From an optimization exercise on the open Yosys and OpenROAD flow, aimed at small area and a short achievable clock period; shortcuts taken in it are not production practice.
The RTL was checked by simulation tests, not by an equivalence proof against the original design.
Power is estimated from default activity; no workload was simulated.

[flow/flow/run.sh]
#!/bin/bash
# Layout flow: the standard ORFS flow (standard.sh) with these changes:
#  - synthesis keeps the ALU (alu.sv, no registers) as its own module until the end,
#    maps it with ABC's delay-driven "map" (flow/abc_alu.script), and maps the rest with
#    flow/abc_top.script; the design is flattened afterwards as usual (synth_recipe.tcl),
#    so the registers are the standard synthesis's;
#  - input and output ports are buffered with buf_4;
#  - timing repair aims at a setup margin of 5.3 ns.
# ORFS writes each tool's log under orfs/logs; make's own output goes to flow.log.
set -euo pipefail
here=$(pwd)
rm -rf "$here/scripts_mod"
cp -r "$FLOW_HOME/scripts" "$here/scripts_mod"
python3 "$here/flow/patch_synth.py" "$here/scripts_mod/synth.tcl"
bash standard.sh \
  SCRIPTS_DIR="$here/scripts_mod" \
  SYNTH_HIERARCHICAL=1 \
  FAST_ABC_MODULES=alu \
  FAST_ABC_SCRIPT="$here/flow/abc_alu.script" \
  TOP_ABC_SCRIPT="$here/flow/abc_top.script" \
  BUFFER_PORTS_ARGS="-buffer_cell sky130_fd_sc_hd__buf_4" \
  SETUP_SLACK_MARGIN=5.3 \
  finish > "$here/flow.log" 2>&1
[flow/standard.sh]
#!/bin/bash
# synth_recipe.tcl (not shown) runs the flow's synth.tcl, then flattens the netlist and writes it again
# the make line also repeats each setting of config.mk as NAME=value (left out here)
make -C /OpenROAD-flow-scripts/flow DESIGN_CONFIG=/design/flow/config.mk WORK_HOME=/design/flow/orfs CLKGATE_MAP_FILE= SYNTH_SCRIPT=/design/flow/synth_recipe.tcl "${@:-finish}"
[flow/flow/patch_synth.py]
# Patch ORFS synth.tcl (copy) so that the modules in FAST_ABC_MODULES are mapped with
# FAST_ABC_SCRIPT and the top module with TOP_ABC_SCRIPT, instead of one ABC run for all.
import sys
p = sys.argv[1]
s = open(p).read()
old = """  log_cmd abc {*}$abc_args
} else {"""
new = """  if { [env_var_exists_and_non_empty FAST_ABC_MODULES] } {
    set map_args [lrange $abc_args 2 end]
    foreach m $::env(FAST_ABC_MODULES) {
      log_cmd abc -script $::env(FAST_ABC_SCRIPT) {*}$map_args $m
    }
    log_cmd abc -script $::env(TOP_ABC_SCRIPT) {*}$map_args $::env(DESIGN_NAME)
  } else {
    log_cmd abc {*}$abc_args
  }
} else {"""
assert s.count(old) == 1
open(p, 'w').write(s.replace(old, new))
[flow/flow/abc_alu.script]
strash
dch
map -D 1000
buffer -c
topo
stime -c
upsize -c
dnsize -c
[flow/flow/abc_top.script]
&get -n
&st
&dch
&nf
&put
buffer -c
topo
stime -c
upsize -c
dnsize -c
[flow/config.mk]
export PLATFORM = sky130hd
export DESIGN_NAME = processor_arm
export DESIGN_NICKNAME = processor_arm
export VERILOG_FILES = /design/flow/design.v
export SDC_FILE = /design/flow/constraint.sdc
export NUM_CORES = 8
export LEC_CHECK = 0
export CAP_MARGIN = 30
export CORE_MARGIN = 2
export CORE_UTILIZATION = 45
export CTS_CLUSTER_DIAMETER = 100
export CTS_CLUSTER_SIZE = 20
export PLACE_DENSITY = 0.55
export SETUP_SLACK_MARGIN = 5
export SLEW_MARGIN = 40
[flow/constraint.sdc]
create_clock -name core_clock -period 8.5 [get_ports {CLOCK_50}]
set_input_delay 1.7000 -clock core_clock [delete_from_list [all_inputs] [get_ports {CLOCK_50}]]
set_output_delay 1.7000 -clock core_clock [all_outputs]
set_load 0.01 [all_outputs]
[flow/design.v]
module alu (
    input  logic [63:0] fwd,
    input  logic [63:0] opA,
    input  logic [63:0] opX,
    input  logic [1:0]  fwdA,
    input  logic [1:0]  selFp,
    input  logic [1:0]  selFn,
    input  logic [1:0]  selX,
    input  logic        arith,
    input  logic        andOp,
    input  logic        orrOp,
    input  logic        sub,
    output logic [63:0] result
);
  logic [63:0] a, b;
  logic [64:0] sum;
  logic [63:0] fwdAw, selFpw, selFnw, selXw;
  assign fwdAw  = {{32{fwdA[1]}}, {32{fwdA[0]}}};
  assign selFpw = {{32{selFp[1]}}, {32{selFp[0]}}};
  assign selFnw = {{32{selFn[1]}}, {32{selFn[0]}}};
  assign selXw  = {{32{selX[1]}}, {32{selX[0]}}};
  assign a = (fwdAw & fwd) | (~fwdAw & opA);
  assign b = (selFpw & fwd) | (selFnw & ~fwd) | (selXw & opX);
  assign sum = {a, sub} + {b, sub};
  assign result = ({64{arith}} & sum[64:1]) | ({64{andOp}} & a & b) | ({64{orrOp}} & (a | b));
endmodule
module processor_arm #(
    parameter N = 64
) (
    input logic CLOCK_50,
    reset,
    output logic [N-1:0] DM_writeData,
    DM_addr,
    output logic DM_writeEnable,
    output logic DM_readEnable,
    input logic [N-1:0] DM_readData,
    output logic [N-1:0] IM_addr,
    input logic [31:0] IM_readData
);
  logic clk;
  assign clk = CLOCK_50;
  logic [63:2] pc;
  logic isLDUR, isSTUR, isCBZ, isMOVZ, isADD, isSUB, isAND, isORR;
  logic [23:21] opD;
  logic [20:0] fldD;
  logic [4:0] rmD;
  logic cbzA;   
  logic [1:0] bypLdA, bypAluA, keepA, bypLdB, bypAluB, keepB;
  logic [63:2] pcD;
  logic regWriteE, memReadE, memWriteE, branchE;
  logic fwdBE, andE, orrE, subE, arithE;
  logic [1:0] fwdAE, selBFpE, selBFnE, selBXE;
  logic [4:0] rdE;
  logic [63:0] opAE, opBE, opXE;
  logic memReadM, memWriteM, takenM, loadWbM;
  logic [30:0] weM;   
  logic [63:0] aluM, wdM;
  logic [30:0][63:0] R;
  logic [30:0] valid;
  logic stall;
  always_ff @(posedge clk or posedge reset)
    if (reset) pc <= '0;
    else if (!stall) pc <= takenM ? aluM[63:2] : pc + 62'd1;
  assign IM_addr = {pc, 2'b00};
  logic [10:0] opF;
  logic isSTURF, isCBZF, isMOVZF;
  assign opF = IM_readData[31:21];
  assign isSTURF = opF == 11'b11111000000;
  assign isCBZF = opF[10:3] == 8'b10110100;
  assign isMOVZF = opF[10:2] == 9'b110100101;
  always_ff @(posedge clk or posedge reset)
    if (reset) begin
      isLDUR <= 1'b0;
      isSTUR <= 1'b0;
      isCBZ  <= 1'b0;
      isMOVZ <= 1'b0;
      isADD  <= 1'b0;
      isSUB  <= 1'b0;
      isAND  <= 1'b0;
      isORR  <= 1'b0;
    end else if (!stall) begin
      isLDUR <= opF == 11'b11111000010;
      isSTUR <= isSTURF;
      isCBZ  <= isCBZF;
      isMOVZ <= isMOVZF;
      isADD  <= opF == 11'b10001011000;
      isSUB  <= opF == 11'b11001011000;
      isAND  <= opF == 11'b10001010000;
      isORR  <= opF == 11'b10101010000;
    end
  logic [4:0] rnNext, rmNext;
  assign rnNext = stall ? fldD[9:5] : IM_readData[9:5];
  assign rmNext = stall ? rmD :
      (isSTURF || isCBZF || isMOVZF) ? IM_readData[4:0] : IM_readData[20:16];
  always_ff @(posedge clk)
    if (!stall) begin
      opD  <= IM_readData[23:21];
      fldD <= IM_readData[20:0];
      pcD  <= pc;
      cbzA <= isCBZF;
    end
  always_ff @(posedge clk) rmD <= rmNext;
  logic isR;
  assign isR = isADD | isSUB | isAND | isORR;
  logic [4:0] rnD, rdD;
  assign rnD = fldD[9:5];
  assign rdD = fldD[4:0];
  assign stall = memReadE && (rnD == rdE || rmD == rdE);
  logic [63:0] wbM;
  assign wbM  = loadWbM ? DM_readData : aluM;
  logic noRegA;
  logic [30:0] selA, selB, selAHi, selBHi;
  logic [63:0] rdA, rdB;
  logic [4:0] lowA, lowB;
  assign noRegA = isCBZ | isMOVZ;
  logic noRegNext;
  logic [30:0] validNext, selANext, selBNext;
  logic [4:0] lowANext, lowBNext;
  assign noRegNext = stall ? noRegA : (isCBZF || isMOVZF);
  for (genvar k = 0; k < 31; k++) begin : g_sel
    assign validNext[k] = valid[k] || weM[k];
    assign selANext[k]  = rnNext == 5'(k) && validNext[k] && !noRegNext;
    assign selBNext[k]  = rmNext == 5'(k) && validNext[k];
  end
  logic [31:0] validNext32;
  assign validNext32 = {1'b1, validNext};   
  assign lowANext = (!validNext32[rnNext] && !noRegNext) ? rnNext : 5'd0;
  assign lowBNext = !validNext32[rmNext] ? rmNext : 5'd0;
  logic hitA, hitB, hitAHi, hitBHi;
  logic [31:0] ohRdE, ohRnNext, ohRmNext;
  assign ohRdE    = 32'd1 << rdE;
  assign ohRnNext = 32'd1 << rnNext;
  assign ohRmNext = 32'd1 << rmNext;
  assign hitA   = regWriteE && rdE != 5'd31 && rdE == rnNext && !noRegNext;
  assign hitB   = regWriteE && rdE != 5'd31 && rdE == rmNext;
  assign hitAHi = regWriteE && |(ohRdE[30:0] & ohRnNext[30:0]) && !noRegNext;
  assign hitBHi = regWriteE && |(ohRdE[30:0] & ohRmNext[30:0]);
  always_ff @(posedge clk) begin
    bypLdA  <= {hitAHi && memReadE, hitA && memReadE};
    bypAluA <= {hitAHi && !memReadE, hitA && !memReadE};
    keepA   <= {!hitAHi, !hitA};
    bypLdB  <= {hitBHi && memReadE, hitB && memReadE};
    bypAluB <= {hitBHi && !memReadE, hitB && !memReadE};
    keepB   <= {!hitBHi, !hitB};
    selA    <= selANext;
    selB    <= selBNext;
    selAHi  <= ohRnNext[30:0] & validNext & {31{!noRegNext}};
    selBHi  <= ohRmNext[30:0] & validNext;
    lowA <= lowANext;
    lowB <= lowBNext;
  end
  logic [63:0] treeA, treeB;
  always_comb begin
    treeA = {64{cbzA}} & {pcD, 2'b00};
    treeB = '0;
    for (int k = 0; k < 31; k++) begin
      treeA = treeA | ({{32{selAHi[k]}}, {32{selA[k]}}} & R[k]);
      treeB = treeB | ({{32{selBHi[k]}}, {32{selB[k]}}} & R[k]);
    end
    treeA[4:0] = treeA[4:0] | lowA;
    treeB[4:0] = treeB[4:0] | lowB;
  end
  logic [63:0] bypLdAw, bypAluAw, keepAw, bypLdBw, bypAluBw, keepBw;
  assign bypLdAw  = {{32{bypLdA[1]}}, {32{bypLdA[0]}}};
  assign bypAluAw = {{32{bypAluA[1]}}, {32{bypAluA[0]}}};
  assign keepAw   = {{32{keepA[1]}}, {32{keepA[0]}}};
  assign bypLdBw  = {{32{bypLdB[1]}}, {32{bypLdB[0]}}};
  assign bypAluBw = {{32{bypAluB[1]}}, {32{bypAluB[0]}}};
  assign keepBw   = {{32{keepB[1]}}, {32{keepB[0]}}};
  assign rdA = (bypLdAw & DM_readData) | (bypAluAw & aluM) | (keepAw & treeA);
  assign rdB = (bypLdBw & DM_readData) | (bypAluBw & aluM) | (keepBw & treeB);
  logic [63:0] immD;
  always_comb
    if (isMOVZ) immD = {48'd0, fldD[20:5]} << {opD[22:21], 4'd0};
    else if (isCBZ) immD = {{43{opD[23]}}, opD[23:21], fldD[20:5], 2'b00};
    else immD = {{55{fldD[20]}}, fldD[20:12]};
  logic fwdA, fwdB, fwdAHi, fwdBHi;
  logic [31:0] ohRnD, ohRmD;
  assign ohRnD  = 32'd1 << rnD;
  assign ohRmD  = 32'd1 << rmD;
  assign fwdA   = regWriteE && rdE != 5'd31 && rdE == rnD && !noRegA;
  assign fwdB   = regWriteE && rdE != 5'd31 && rdE == rmD;
  assign fwdAHi = regWriteE && |(ohRdE[30:0] & ohRnD[30:0]) && !noRegA;
  assign fwdBHi = regWriteE && |(ohRdE[30:0] & ohRmD[30:0]);
  always_ff @(posedge clk or posedge reset)
    if (reset) begin
      regWriteE <= 1'b0;
      memReadE  <= 1'b0;
      memWriteE <= 1'b0;
      branchE   <= 1'b0;
    end else begin
      regWriteE <= !stall && (isLDUR || isR || isMOVZ);
      memReadE  <= !stall && isLDUR;
      memWriteE <= !stall && isSTUR;
      branchE   <= !stall && isCBZ;
    end
  always_ff @(posedge clk) begin
    fwdAE   <= {fwdAHi, fwdA};
    fwdBE   <= fwdB;
    selBFpE <= {(isADD || isAND || isORR) && fwdBHi, (isADD || isAND || isORR) && fwdB};
    selBFnE <= {isSUB && fwdBHi, isSUB && fwdB};
    selBXE  <= {!(isR && fwdBHi), !(isR && fwdB)};
    arithE  <= !(isAND || isORR);
    andE    <= isAND;
    orrE    <= isORR;
    subE    <= isSUB;
    rdE     <= rdD;
    opAE    <= rdA;
    opBE    <= rdB;
    opXE    <= isR ? (isSUB ? ~rdB : rdB) : immD;
  end
  logic [63:0] bfE, resE;
  assign bfE = fwdBE ? aluM : opBE;
  alu ALU (
      .fwd   (aluM),
      .opA   (opAE),
      .opX   (opXE),
      .fwdA  (fwdAE),
      .selFp (selBFpE),
      .selFn (selBFnE),
      .selX  (selBXE),
      .arith (arithE),
      .andOp (andE),
      .orrOp (orrE),
      .sub   (subE),
      .result(resE)
  );
  always_ff @(posedge clk or posedge reset)
    if (reset) begin
      loadWbM   <= 1'b0;
      memReadM  <= 1'b0;
      memWriteM <= 1'b0;
      takenM    <= 1'b0;
    end else begin
      loadWbM   <= memReadE && rdE != 5'd31;   
      memReadM  <= memReadE;
      memWriteM <= memWriteE;
      takenM    <= branchE && bfE == 64'd0;
    end
  always_ff @(posedge clk) begin
    weM  <= ohRdE[30:0] & {31{regWriteE}};
    aluM <= resE;
    wdM  <= bfE;
  end
  assign DM_addr = aluM;
  assign DM_writeData = wdM;
  assign DM_writeEnable = memWriteM;
  assign DM_readEnable = memReadM;
  for (genvar k = 0; k < 31; k++) begin : g_rf
    always_ff @(posedge clk) if (weM[k]) R[k] <= wbM;
    always_ff @(posedge clk or posedge reset)
      if (reset) valid[k] <= 1'b0;
      else valid[k] <= validNext[k];
  end
endmodule
==> run summary <==
-- per-module statistics from Yosys, one instance, submodules excluded --
module	cells inside	cell area, sq um
processor_arm	7383	106000
alu	1754	9320
-- worst reg2reg max path, delay by kind of cell, from the launching register on --
family,cells,cell delay (ns)
flip-flops,1,0.56
multiplexers,1,0.49
AND/OR/NAND/NOR,4,2.18
-- path summary, 6_finish.rpt --
kind / from / to / slack, ns / cells after the start
max in group asynchronous: reset / pc[14]$_DFFE_PP0N_ / 6.33 / 3
setup / recovery: IM_readData[29] / lowB[4]$_SDFF_PP0_ / 4.86 / 13
min in group asynchronous: reset / valid[14]$_DFF_PP0_ / 0.95 / 2
hold reg to reg: memWriteE$_DFF_PP0_ / memWriteM$_DFF_PP0_ / 0.36 / 0
setup reg to reg: fwdBE$_DFF_P_ / takenM$_DFF_PP0_ / 5.16 / 5
hold / removal: memWriteE$_DFF_PP0_ / memWriteM$_DFF_PP0_ / 0.36 / 0
-- logic make-up after synthesis --
family	after synthesis	share of synthesized area
multiplexers	171	0.0180
flip-flops	2700	0.654
adder cells (fa/ha/maj)	129	0.0141
buffers and inverters	959	0.0322
AO/OA/AOI/OAI	2641	0.176
other	1	0.0000325
XOR/XNOR	111	0.00844
AND/OR/NAND/NOR	2425	0.0980
-- state kept, by name, indices dropped and copies added (netlist names), 62 cells and up --
signal  cells
aluM       64
opXE       64
wdM        64
R        1984
pc         62
opAE       64
pcD        62
opBE       64
-- per-stage QoR --
step | setup slack, ns | hold slack [ns]
floorplan | 4.49 | 0.323
global placement | 3.52 | 0.336
detailed placement | 3.43 | 0.340
CTS | 4.97 | 0.358
global route | 4.83 | 0.368
finish | 4.86 | 0.355
-- power by group --
group	total, mW	internal, mW	switching, mW
Sequential	14.6	14.4	0.172
Clock	8.11	3.51	4.60
Combinational	1.62	0.474	1.14
Total	24.3	18.4	5.91
-- routing by layer --
layer | global-route usage | wire length [microns]
met3 | 0.181 | 92700
met4 | 0.170 | 27300
met5 | 0 | 186
met2 | 0.575 | 229000
met1 | 0.552 | 206000
-- layout by cell type (no fill, tap or decap), drive strengths merged, types with 24 or more instances in the layout --
cell / count
a21oi: 277
a221oi: 82
a222oi: 803
a22o: 56
a22oi: 680
a31oi: 41
and3: 24
buf: 875
clkbuf: 237
dfrtp: 109
dfxtp: 520
edfxtp: 2071
ha: 128
inv: 372
mux2: 137
mux2i: 24
nand2: 963
nand3: 278
nand4: 323
nor2: 494
nor3: 170
nor4: 75
o211ai: 42
o21ai: 515
o221ai: 24
xnor2: 66
xor2: 45
-- repair_timing --
| item | CTS | global route |
|---|---|---|
| gates cloned | 5 | 7 |
| gates resized for setup | 482 | 346 |
| buffers inserted | 214 | 86 |
| pin swaps | 42 | 68 |
| setup endpoints to repair | 485 | 258 |
| hold endpoints to repair | 0 | 0 |
-- area by class of cell --
class / count / area (sq um) / share of cell area
diodes: 22 / 55.1 / 0.000417
multi-input cells: 5481 / 38400 / 0.291
clock inverters: 21 / 285 / 0.00216
well taps: 3366 / 4210 / 0.0319
repair buffers: 883 / 7610 / 0.0576
repair inverters: 2 / 27.5 / 0.000208
clock buffers: 230 / 4230 / 0.0321
inverters: 367 / 1430 / 0.0109
flip-flops and latches: 2700 / 75800 / 0.574
==> impl_metrics.json <==
{
  "utilization": 0.519,
  "hold_viol_final": 0,
  "power.leakage_nw": 46.0,
  "yosysMostFrequentCell": "edfxtp_1",
  "cts.path.max_buffers": 3,
  "drt_iter0_markers": 20600,
  "ys_warn_count": 7,
  "drtAntennaViolNets": 0,
  "clock_skew_ns": 0.0527,
  "peakVddDrop_uv": 218,
  "stdcell_area_sq_um": 132000,
  "overflow": 0,
  "stdcell_count": 13100,
  "yosys.area.top_type": "edfxtp_1",
  "antenna_found_initial": 69,
  "drive_gt1_frac": 0.190,
  "finalSetupTns_ns": 0,
  "powerDensity_nw_per_um2": 184,
  "cp_slowest_stage_delay_ns": 0.54,
  "synth_edf_count": 2071,
  "cts_hold_buf": 0,
  "relSlewSlack": 0.246,
  "io_pins": 292,
  "avgViaCountPerCell": 7.17,
  "drtPass1Iterations": 14,
  "grt_pass1_wl_microns": 734000,
  "yosysSeqAreaShare": 0.654,
  "cap_violations": 0,
  "cpMaxStageDelayCell": "or4_4",
  "vias": 93800,
  "ys.flop_type": "edfxtp_1",
  "synthCells": 9137,
  "areaGrowthSynthToFinish_pct": 14.6,
  "grt_usage": 0.410,
  "worst_pin_slew_ns": 1.12,
  "path_class": "primary input to flop",
  "synth_area_per_cell_sq_um": 12.6,
  "ys_async_sr_fraction": 0.0404,
  "dieArea_sq_um": 260000,
  "dp_hpwl_microns": 351000,
  "insertion_delay_ns": 0.90,
  "arrival_ns": 4.46,
  "grt_max_degree": 89,
  "initial_core_util": 0.453,
  "synth_top_area_share": 0.540,
  "cts_tree": "done",
  "setup_viol": 0,
  "ys_types": 104,
  "cp-end-kind": "flop",
  "drt-total-wl_microns": 555000,
  "fin_nets": 9818,
  "period_needed_ns": 3.64,
  "drc": 0,
  "fmax_mhz": 275,
  "crit_family": "simple AND/OR/NAND/NOR gates",
  "fillerInstances": 21900,
  "dp.cells": 12500,
  "p_total_mw": 24.3,
  "netlist_top_cells_area": "edfxtp_1 (54%), dfxtp_1 (9.0%), a222oi_1 (7.0%)",
  "critical_path_required_ns": 9.32,
  "core_area_sq_um": 254000,
  "portBuffers": 289,
  "clk_pin_slew_ns": 0.09,
  "status": "finished clean",
  "placed_area_sq_um": 122000,
  "cts-root-buf": "clkbuf_16",
  "htreeDepth": 4,
  "path_cells": "buf_4 -> nand3b_1 -> or4_4 -> nand3_4 -> mux2_4 -> mux2i_4 -> buf_12 -> buf_12 -> mux4_2 -> a2bb2oi_4 -> nand4_4 -> buf_4 -> inv_2",
  "slew_violations": 0,
  "rsz0062_at_grt": "yes",
  "die-height_microns": 510,
  "wl_per_cell_microns": 42.5,
  "ys_ff_latch": 2700,
  "first_global_vias": 85200,
  "cp_num_buf_inv": 5,
  "start_kind": "primary input",
  "ys_top_cells_by_count": "edfxtp_1 (2071), nand2_1 (957), a222oi_1 (803), a22oi_1 (680), clkbuf_1 (521)",
  "cts-buffers-inserted": 156,
  "cp_max_fo": 6,
  "routabilityCongestion": 0.995,
  "cts.sinks": 2700,
  "syn-cell-area_sq_um": 115000,
  "period_share": 0.428,
  "min_path_type": "flop to flop",
  "die_w_microns": 510,
  "num_rows": 185
}

[port drivers added, routing unchanged]
In the flow no input, the clock included, has a driving cell. The finished layout below was timed again as built, in two steps. Step 1 (the two cells are an assumption about what drives the block):
set clk [get_ports {CLOCK_50}]
set_driving_cell -lib_cell sky130_fd_sc_hd__clkbuf_16 $clk
set_driving_cell -lib_cell sky130_fd_sc_hd__buf_2 [delete_from_list [all_inputs] $clk]
Step 2 moves the port delays by t, midway between the first and last clock arrival at a register: inputs arrive t later, outputs are due t later. That takes back most of the time a late clock gives input paths. Slacks: no drivers / after step 1 / after step 2; pairs: no drivers / after step 1.
t (ns): 0.962
slack for setup (ns): 4.865 / 4.932 / 3.970
hold WS [ns]: 0.355 / 0.355 / 0.355
slew at the worst register clock pin (ns): 0.10 / 0.10
pins driven straight from the clock port: 1
After both steps this run still meets setup and hold. For this run, drivers alone change the setup slack by +0.067 ns; drivers and shift together by -0.895 ns.
